What follows belongs to an exercise in optimizing a design on an open flow for small area; a production flow would make more cautious choices.
RTL that was checked went through simulation tests only; none was proved equivalent to the original.
No driver is modelled on the clock port, so clocking that relies on it looks cheaper here than on a real chip.
Power figures rest on the tool's default switching activity, not on a simulated workload.

Design smg_interface_demo, start of the top module:
module smg_interface_demo
(
    input CLK,                       
    input RSTn,                      
    input R1,                        
    input key,                       
    output [7:0]SMG_Data,            
    output [5:0]Scan_Sig,            
    output [3:0] led,
    output rx                        
);
reg f8;
wire rst = RSTn & ~f8;
reg [5:0] c1;
reg [4:0] q;
wire c1_end = c1[5] & c1[4] & c1[0];         
wire samp = c1_end & q[4] & q[1] & q[0];     
always @(posedge CLK)
    if (!rst) begin
        c1 <= 6'd0;
        q <= 5'd0;
    end else begin
        c1 <= c1_end ? 6'd0 : c1 + 6'd1;
        if (c1_end) q <= (q == 5'd19) ? 5'd0 : q + 5'd1;
    end
reg kc, kk, p;
wire pc = samp & kc & ~R1;
wire pk = samp & kk & ~key;
reg [4:0] cc;            
reg [7:0] ck;            
reg rec1, rec2;          
reg F;                   
reg lr1, lr2;
always @(posedge CLK)
    if (!rst) begin
        kc <= 1'b1; kk <= 1'b1; p <= 1'b0;
    end else if (samp) begin
        kc <= R1; kk <= key; p <= pc;
    end else if (c1[1]) begin
        p <= 1'b0;
    end
wire pd1 = p & ~c1[1];                       
wire pd2 = p;                                
wire cc4 = (cc == 5'd4);
wire cc5 = (cc == 5'd5);
wire cc8 = (cc == 5'd8);
wire cc9 = (cc == 5'd9);
wire fl1 = pd1 ? cc5 : cc4;
wire ff  = pd1 ? cc9 : cc8;
wire v   = pd2 ? cc9 : cc8;
wire c1rec = pd2 ? cc5 : cc4;
wire cc_ge8 = (cc[4] | cc[3]) & ~(pd1 & ~c1[0] & cc8);
wire [3:0] n1d = rec1 ? ck[3:0] : 4'd0;
wire [3:0] n2d = rec2 ? ck[7:4] : 4'd0;
wire gt = n1d > n2d;
  ...
Size in the first run: ~460 cells after synthesis, roughly 23 I/O pins.
Settings: LEC_CHECK=0, CAP_MARGIN=20, CORE_MARGIN=2, CORE_UTILIZATION=40, SLEW_MARGIN=20; clock period 10.0 ns.
standard.sh (not shown) runs the stock make flow with config.mk's settings and CLKGATE_MAP_FILE= SYNTH_SCRIPT=/design/flow/synth_recipe.tcl, a recipe that flattens the netlist after the stock synthesis.
==> flow/flow/run.sh <==
#!/bin/bash
# Own flow: the standard layout, with the settings below added to config.mk.
set -e
cp standard.sh standard_sh.log
cp config.mk config_orig.log
bash standard.sh > standard.log 2>&1
Next try:
==> flow/flow/run.sh (replaced) <==
#!/bin/bash
# Own flow: the standard layout (same ORFS steps, same synthesis script up to
# technology mapping), with these changes:
#  - ABC maps the logic with an area-oriented script (flow/area.abc) and the
#    adders are left to ABC instead of being mapped to half/full-adder cells;
#  - port buffers use the smallest buffer cell;
#  - CTS inserts no dummy loads.
# Registers come from the same synthesis steps as the standard flow.
set -euo pipefail
W=$PWD
cp config.mk flow_config.mk
cat >> flow_config.mk <<EOC
export ADDER_MAP_FILE =
export CTS_ARGS = -sink_clustering_enable -repair_clock_nets -dont_use_dummy_load
export BUFFER_PORTS_ARGS = -buffer_cell sky130_fd_sc_hd__buf_1
EOC
# The standard flow's synthesis script, with ABC's mapping script replaced
cat > flow_synth.tcl <<EOT
proc abc {args} {
  set out {}
  set skip 0
  foreach a \$args {
    if {\$skip} { set skip 0; continue }
    if {\$a eq "-script" || \$a eq "-constr"} { set skip 1; continue }
    lappend out \$a
  }
  yosys abc -script $W/flow/area.abc {*}\$out
}
EOT
cat synth_recipe.tcl >> flow_synth.tcl
make -C "$FLOW_HOME" DESIGN_CONFIG=$W/flow_config.mk WORK_HOME=$W/orfs CLKGATE_MAP_FILE= \
  SYNTH_SCRIPT=$W/flow_synth.tcl finish > make.log 2>&1
R=$W/orfs/results/sky130hd/smg_interface_demo/base
: # left out here: write the final layout as DEF
==> flow/flow/area.abc (new file) <==
strash; scorr; dc2; dretime; strash; balance -l; resub -K 6 -l; rewrite -l; resub -K 6 -N 2 -l; refactor -l; resub -K 8 -l; balance -l; resub -K 8 -N 2 -l; rewrite -l; resub -K 10 -l; rewrite -z -l; resub -K 10 -N 2 -l; balance -l; resub -K 12 -l; refactor -z -l; resub -K 12 -N 2 -l; rewrite -z -l; balance -l; balance -l; resub -K 6 -l; rewrite -l; resub -K 6 -N 2 -l; refactor -l; resub -K 8 -l; balance -l; resub -K 8 -N 2 -l; rewrite -l; resub -K 10 -l; rewrite -z -l; resub -K 10 -N 2 -l; balance -l; resub -K 12 -l; refactor -z -l; resub -K 12 -N 2 -l; rewrite -z -l; balance -l; dch -f; amap; topo
Result: Cell area decreases by about 19%. Final cell count decreases by about 9%. Via count decreases by about 12%. Hold slack degrades by 0.096 ns. Global-route usage decreases by 0.99 points. Sequential share of layout area increases by 9.3 points. Synthesized cell count decreases by 7.6%. Core utilization decreases by 1.3 points. Die area decreases by about 17%.
Next try:
==> flow/flow/run.sh (replaced) <==
#!/bin/bash
# Own flow: the standard layout with a few ORFS settings added to config.mk.
# Port buffers use the smallest buffer and CTS inserts no dummy loads.
set -e
cat >> config.mk <<'EOC'
export CTS_ARGS = -sink_clustering_enable -repair_clock_nets -dont_use_dummy_load -buf_list sky130_fd_sc_hd__clkbuf_8
export RECOVER_POWER = 100
export BUFFER_PORTS_ARGS = -buffer_cell sky130_fd_sc_hd__buf_1
EOC
bash standard.sh > standard.log 2>&1
BUFFER_PORTS_ARGS = -buffer_cell sky130_fd_sc_hd__buf_1   (was unset)
CTS_ARGS = -sink_clustering_enable -repair_clock_nets -dont_use_dummy_load -buf_list sky130_fd_sc_hd__clkbuf_8   (was unset)
RECOVER_POWER = 100   (was unset)
removed: flow/flow/area.abc
The new run finished with timing, DRC and antenna clean.
Clock power barely changes.
Non-clock buffer count shrinks by 1.
Worst hold slack is better by 0.087 ns.
Register-to-register slack is better by 0.08 ns.
No run of this note included a check of the RTL's function; only the layout flow was run.

---

== pepper ==
The RTL this note starts from:
==> flow/design.v <==
module smg_interface_demo
(
    input CLK,                       
    input RSTn,                      
    input R1,                        
    input key,                       
    output [7:0]SMG_Data,            
    output [5:0]Scan_Sig,            
    output [3:0] led,
    output rx                        
);
reg f8;
wire rst = RSTn & ~f8;
reg [5:0] c1;
reg [4:0] q;
wire c1_end = ~c1[5] & ~c1[3] & ~c1[1] & ~c1[0];    
wire c1_zero = ~c1[4] & ~c1[3] & ~c1[2] & ~c1[1];   
wire samp = c1_end & q[4] & q[1] & q[0];     
always @(posedge CLK)
    if (!rst) begin
        c1 <= 6'b000001;
        q <= 5'd0;
    end else begin
        c1 <= c1_end ? 6'b000001 : {c1[4:0], c1[5] ^ c1[0]};
        if (c1_end) q <= (q == 5'd19) ? 5'd0 : q + 5'd1;
    end
reg kc, kk, p;
wire pc = samp & kc & ~R1;
wire pk = samp & kk & ~key;
reg [4:0] cc;            
reg [7:0] ck;            
reg rec1, rec2;          
reg F;                   
reg lr1, lr2;
always @(posedge CLK)
    if (!rst) begin
        kc <= 1'b1; kk <= 1'b1;
    end else if (samp) begin
        kc <= R1; kk <= key;
    end
always @(posedge CLK)
    p <= samp ? pc : (p & ~c1[2]);
wire pd1 = p & ~c1[2];                       
wire pd2 = p;                                
wire cc4 = (cc == 5'd4);
wire cc5 = (cc == 5'd5);
wire cc8 = (cc == 5'd8);
wire cc9 = (cc == 5'd9);
wire fl1 = pd1 ? cc5 : cc4;
wire ff  = pd1 ? cc9 : cc8;
wire v   = pd2 ? cc9 : cc8;
wire c1rec = pd2 ? cc5 : cc4;
wire cc_ge8 = (cc[4] | cc[3]) & ~(pd1 & ~c1[1] & cc8);
wire [3:0] n1d = rec1 ? ck[3:0] : 4'd0;
wire [3:0] n2d = rec2 ? ck[7:4] : 4'd0;
wire gt = n1d > n2d;
wire eq = n1d == n2d;
wire f1 = v & gt;
wire f2 = v & ~gt & ~eq;
wire fm = v & eq;
wire [3:0] nl = v ? (gt ? n1d : n2d) : 4'd0;
always @(posedge CLK)
    if (!rst) begin
        cc <= 5'd0; ck <= 8'd0; rec1 <= 1'b0; rec2 <= 1'b0; F <= 1'b0;
        lr1 <= 1'b0; lr2 <= 1'b0;
    end else begin
        if (pc) cc <= cc + 5'd1;
        if (pk & ~cc[4] & ~cc[3] & ~(cc[2] ? rec2 : rec1)) ck[cc[2:0]] <= 1'b1;
        rec1 <= rec1 | c1rec;
        rec2 <= rec2 | v;
        F <= F | cc_ge8;
        if (L) begin
            if (f1) begin lr1 <= 1'b1; lr2 <= 1'b0; end
            else if (f2) begin lr1 <= 1'b0; lr2 <= 1'b1; end
            else if (fm) begin lr1 <= 1'b1; lr2 <= 1'b1; end
        end else begin
            lr1 <= 1'b0; lr2 <= 1'b0;
        end
    end
reg [15:0] B;
reg [2:0] K;
reg L;
wire bfb = B[15] ^ B[14] ^ B[12] ^ B[3] ^ (B[14:0] == 15'd0);
wire bwrap = (B == 16'h8000);                
always @(posedge CLK)
    B <= {B[14:0], F & bfb};
always @(posedge CLK)
    if (!F) begin
        K <= 3'd0; L <= 1'b1; f8 <= 1'b0;
    end else begin
        if (bwrap) K <= K + 3'd1;
        if (B == 16'hc099) L <= 1'b0;           
        else if (bwrap) L <= 1'b1;
        if (K[2] & K[1] & (B == 16'h177c)) f8 <= 1'b1;    
    end
assign led = {2'b00, fl1 | lr1, ff ^ lr2};
reg [3:0] nld;           
always @(posedge CLK) nld <= nl;
reg [2:0] jn;             
wire [2:0] j = ~jn;
reg [3:0] rnum;
reg [3:0] dn;            
wire j7 = j[2] & j[1];
wire [2:0] dig = j7 ? 3'd0 :
                 c1_zero ? ((j[2] & j[0]) ? 3'd0 : j + 3'd1) : j;
reg [3:0] selv;
always @(*)
    case (dig)
        3'd0: selv = n1d;
        3'd1: selv = n2d;
        3'd3, 3'd5: selv = nld;
        default: selv = 4'd10;
    endcase
always @(posedge CLK or negedge rst)
    if (!rst) begin
        jn <= 3'd0; dn <= 4'd0;
    end else begin
        jn <= ~dig;
        if (rnum <= 4'd10) dn <= ~rnum;
    end
always @(posedge CLK)
    rnum <= selv;
assign Scan_Sig = {j[2] | j[1] | j[0],
                   ~(j[0] & ~(j[2] ^ j[1])),
                   ~(j[1] & ~(j[2] ^ j[0])),
                   ~(j[1] & j[0]),
                   ~(j[2] & ~(j[1] ^ j[0])),
                   ~(j[2] & j[0])};
reg [7:0] seg;
always @(*)
    case (~dn)
        4'd0: seg = 8'b1100_0000;
        4'd1: seg = 8'b1111_1001;
        4'd2: seg = 8'b1010_0100;
        4'd3: seg = 8'b1011_0000;
        4'd4: seg = 8'b1001_1001;
        4'd5: seg = 8'b1001_0010;
        4'd6: seg = 8'b1000_0010;
        4'd7: seg = 8'b1111_1000;
        4'd8: seg = 8'b1000_0000;
        4'd9: seg = 8'b1001_0000;
        4'd10: seg = 8'b1011_1111;
        4'd15: seg = 8'b1111_1111;
        default: seg = 8'bxxxx_xxxx;   
    endcase
assign SMG_Data = seg;
reg [1:0] uj;
reg [1:0] u3;
reg [2:0] u7;
reg [4:0] u31;
reg [3:0] bc;            
reg b, tx;
wire div0 = (uj == 2'b01) & (u3 == 2'b01) & (u7 == 3'b001) & (u31 == 5'b00001);
wire [3:0] bc_n = div0 ? ((bc[3] & bc[1]) ? 4'd0 : bc + 4'd1) : bc;
wire bit_n = bc_n[3] ? bc_n[1] :
             bc_n[2] ? (~bc_n[1] & (bc_n[0] ? nld[3] : nld[2])) :
             bc_n[1] ? (bc_n[0] ? nld[1] : nld[0]) : ~bc_n[0];
always @(posedge CLK or negedge RSTn)
    if (!RSTn) begin
        uj <= 2'b00; u3 <= 2'b00; u7 <= 3'b000; u31 <= 5'b00000;
        bc <= 4'd15; tx <= 1'b0;
    end else begin
        uj <= {uj[0], ~uj[1]};
        u3 <= {u3[0], ~(u3[1] ^ u3[0])};
        u7 <= {u7[1:0], ~(u7[2] ^ u7[1])};
        u31 <= {u31[3:0], ~(u31[4] ^ u31[2])};
        bc <= bc_n;
        tx <= b;
    end
always @(posedge CLK) b <= bit_n;
assign rx = tx;
endmodule
clock: 10.0 ns
lec_check: 0
cap_margin: 20
core_margin: 2
core_utilization: 75
slew_margin: 20
==> flow/flow/run.sh <==
#!/bin/bash
# Own flow: the standard layout (same ORFS steps, same synthesis script up to
# technology mapping), with these changes:
#  - ABC maps the logic with an area-oriented script (flow/area.abc) and the
#    adders are left to ABC instead of being mapped to half/full-adder cells;
#  - port buffers use the smallest buffer cell;
#  - CTS inserts no dummy loads and builds the tree from clkbuf_8; afterwards
#    leaf buffers whose flip-flops keep a low clock slew become clkbuf_4
#    (flow/post_cts.tcl).
# Registers come from the same synthesis steps as the standard flow.
set -euo pipefail
W=$PWD
cp config.mk flow_config.mk
cat >> flow_config.mk <<EOC
export ADDER_MAP_FILE =
export CTS_ARGS = -sink_clustering_enable -repair_clock_nets -dont_use_dummy_load -buf_list sky130_fd_sc_hd__clkbuf_8
export BUFFER_PORTS_ARGS = -buffer_cell sky130_fd_sc_hd__buf_1
export CTS_BUF_LIST = sky130_fd_sc_hd__clkbuf_8
export POST_CTS_TCL = $W/flow/post_cts.tcl
EOC
# The standard flow's synthesis script, with ABC's mapping script replaced
cat > flow_synth.tcl <<EOT
proc abc {args} {
  set out {}
  set skip 0
  foreach a \$args {
    if {\$skip} { set skip 0; continue }
    if {\$a eq "-script" || \$a eq "-constr"} { set skip 1; continue }
    lappend out \$a
  }
  yosys abc -script $W/flow/area.abc {*}\$out
}
EOT
cat synth_recipe.tcl >> flow_synth.tcl
make -C "$FLOW_HOME" DESIGN_CONFIG=$W/flow_config.mk WORK_HOME=$W/orfs CLKGATE_MAP_FILE= \
  SYNTH_SCRIPT=$W/flow_synth.tcl finish > make.log 2>&1
R=$W/orfs/results/sky130hd/smg_interface_demo/base
: # left out here: write the final layout as DEF
Other scripts of this flow, unchanged in this note and not shown: flow/flow/area.abc, flow/flow/post_cts.tcl
pepper finished end to end and its layout was clean on timing, DRC and antenna.
## Diff of input files: lagoon against pepper
- CORE_UTILIZATION changed from 75 to 40
--- outcome ---
Going from pepper to lagoon, number of non-clock buffers in the layout increased by 1 relative to the old numbers, maximum operating frequency now larger, proportion of power drawn by flip-flops and latches fell 0.5 points.
lagoon vs. pepper: synthesis-to-finish area growth moved up; final worst hold slack -0.021 ns; power went up.
Changes in cedar relative to lagoon:
- CORE_UTILIZATION: 40 -> 88
Findings:
Simple-gate portion of the synthesized area: lagoon vs cedar — no meaningful difference
cedar: GPL-0301 in global placement without I/O -> run aborted
Diff cedar..lagoon | number of enable flip-flop cells after synthesis | unchanged
Summary — die width, cedar relative to lagoon: lower, by 31%.
Diff lagoon -> cedar: site row count moved down, number of instances in the synthesized netlist held.
Reported for lagoon and cedar, number of storage elements in the synthesis netlist turned out identical to the last digit.
Edits applied to the flow inputs when going from cedar to garnet:
- changing CORE_UTILIZATION from 88 to 60
Results
garnet and cedar: one clean run, garnet; the rest did not finish clean.
The log for cedar ends in global placement without I/O with error GPL-0301, so the run never completed.
garnet -> cedar: count of different cell masters after synthesis flat
Per the comparison of garnet with cedar, number of enable flip-flop cells after synthesis saw little to no change, synthesized cell count saw little to no change, standard-cell row count saw an increase, post-synthesis share of cell area spent on xor and xnor gates saw little to no change, vertical die dimension saw an increase.
Of garnet and cedar, the run reporting the lower width of the die was cedar.

==> static timing again, ports no longer ideal <==
Ports are ideal in the flow. The routed layouts listed here were re-timed in OpenROAD.
Step 1 (the two cells are an assumption about what drives the block):
set clk [get_ports {CLK}]
set_driving_cell -lib_cell sky130_fd_sc_hd__clkbuf_16 $clk
set_driving_cell -lib_cell sky130_fd_sc_hd__buf_2 [delete_from_list [all_inputs] $clk]
Step 2 also shifts input and output timing later by t, the mid clock arrival at the registers, as if the neighbouring blocks saw the same clock.
Slacks: no drivers / after step 1 / after step 2; pairs: no drivers / after step 1.
run	t (ns)	setup slack, ns	worst setup path after step 2	slew at the worst register clock pin (ns)
the first run of note 1	0.389	5.489 / 5.497 / 5.108	input to register	0.09 / 0.09
the second run of note 1	0.374	6.039 / 6.043 / 5.669	input to register	0.08 / 0.08
the third run of note 1	0.366	5.730 / 5.735 / 5.369	input to register	0.08 / 0.08
pepper	0.372	5.998 / 5.970 / 5.699	input to register	0.09 / 0.09
lagoon	0.370	6.117 / 6.086 / 5.978	input to register	0.09 / 0.09
garnet	0.360	6.014 / 5.987 / 6.005	input to register	0.10 / 0.10
After both steps setup and hold are still met in every run listed. The setup slack of the first run of note 1, which loses most, moves by +0.008 ns with the drivers and by -0.381 ns with both steps.
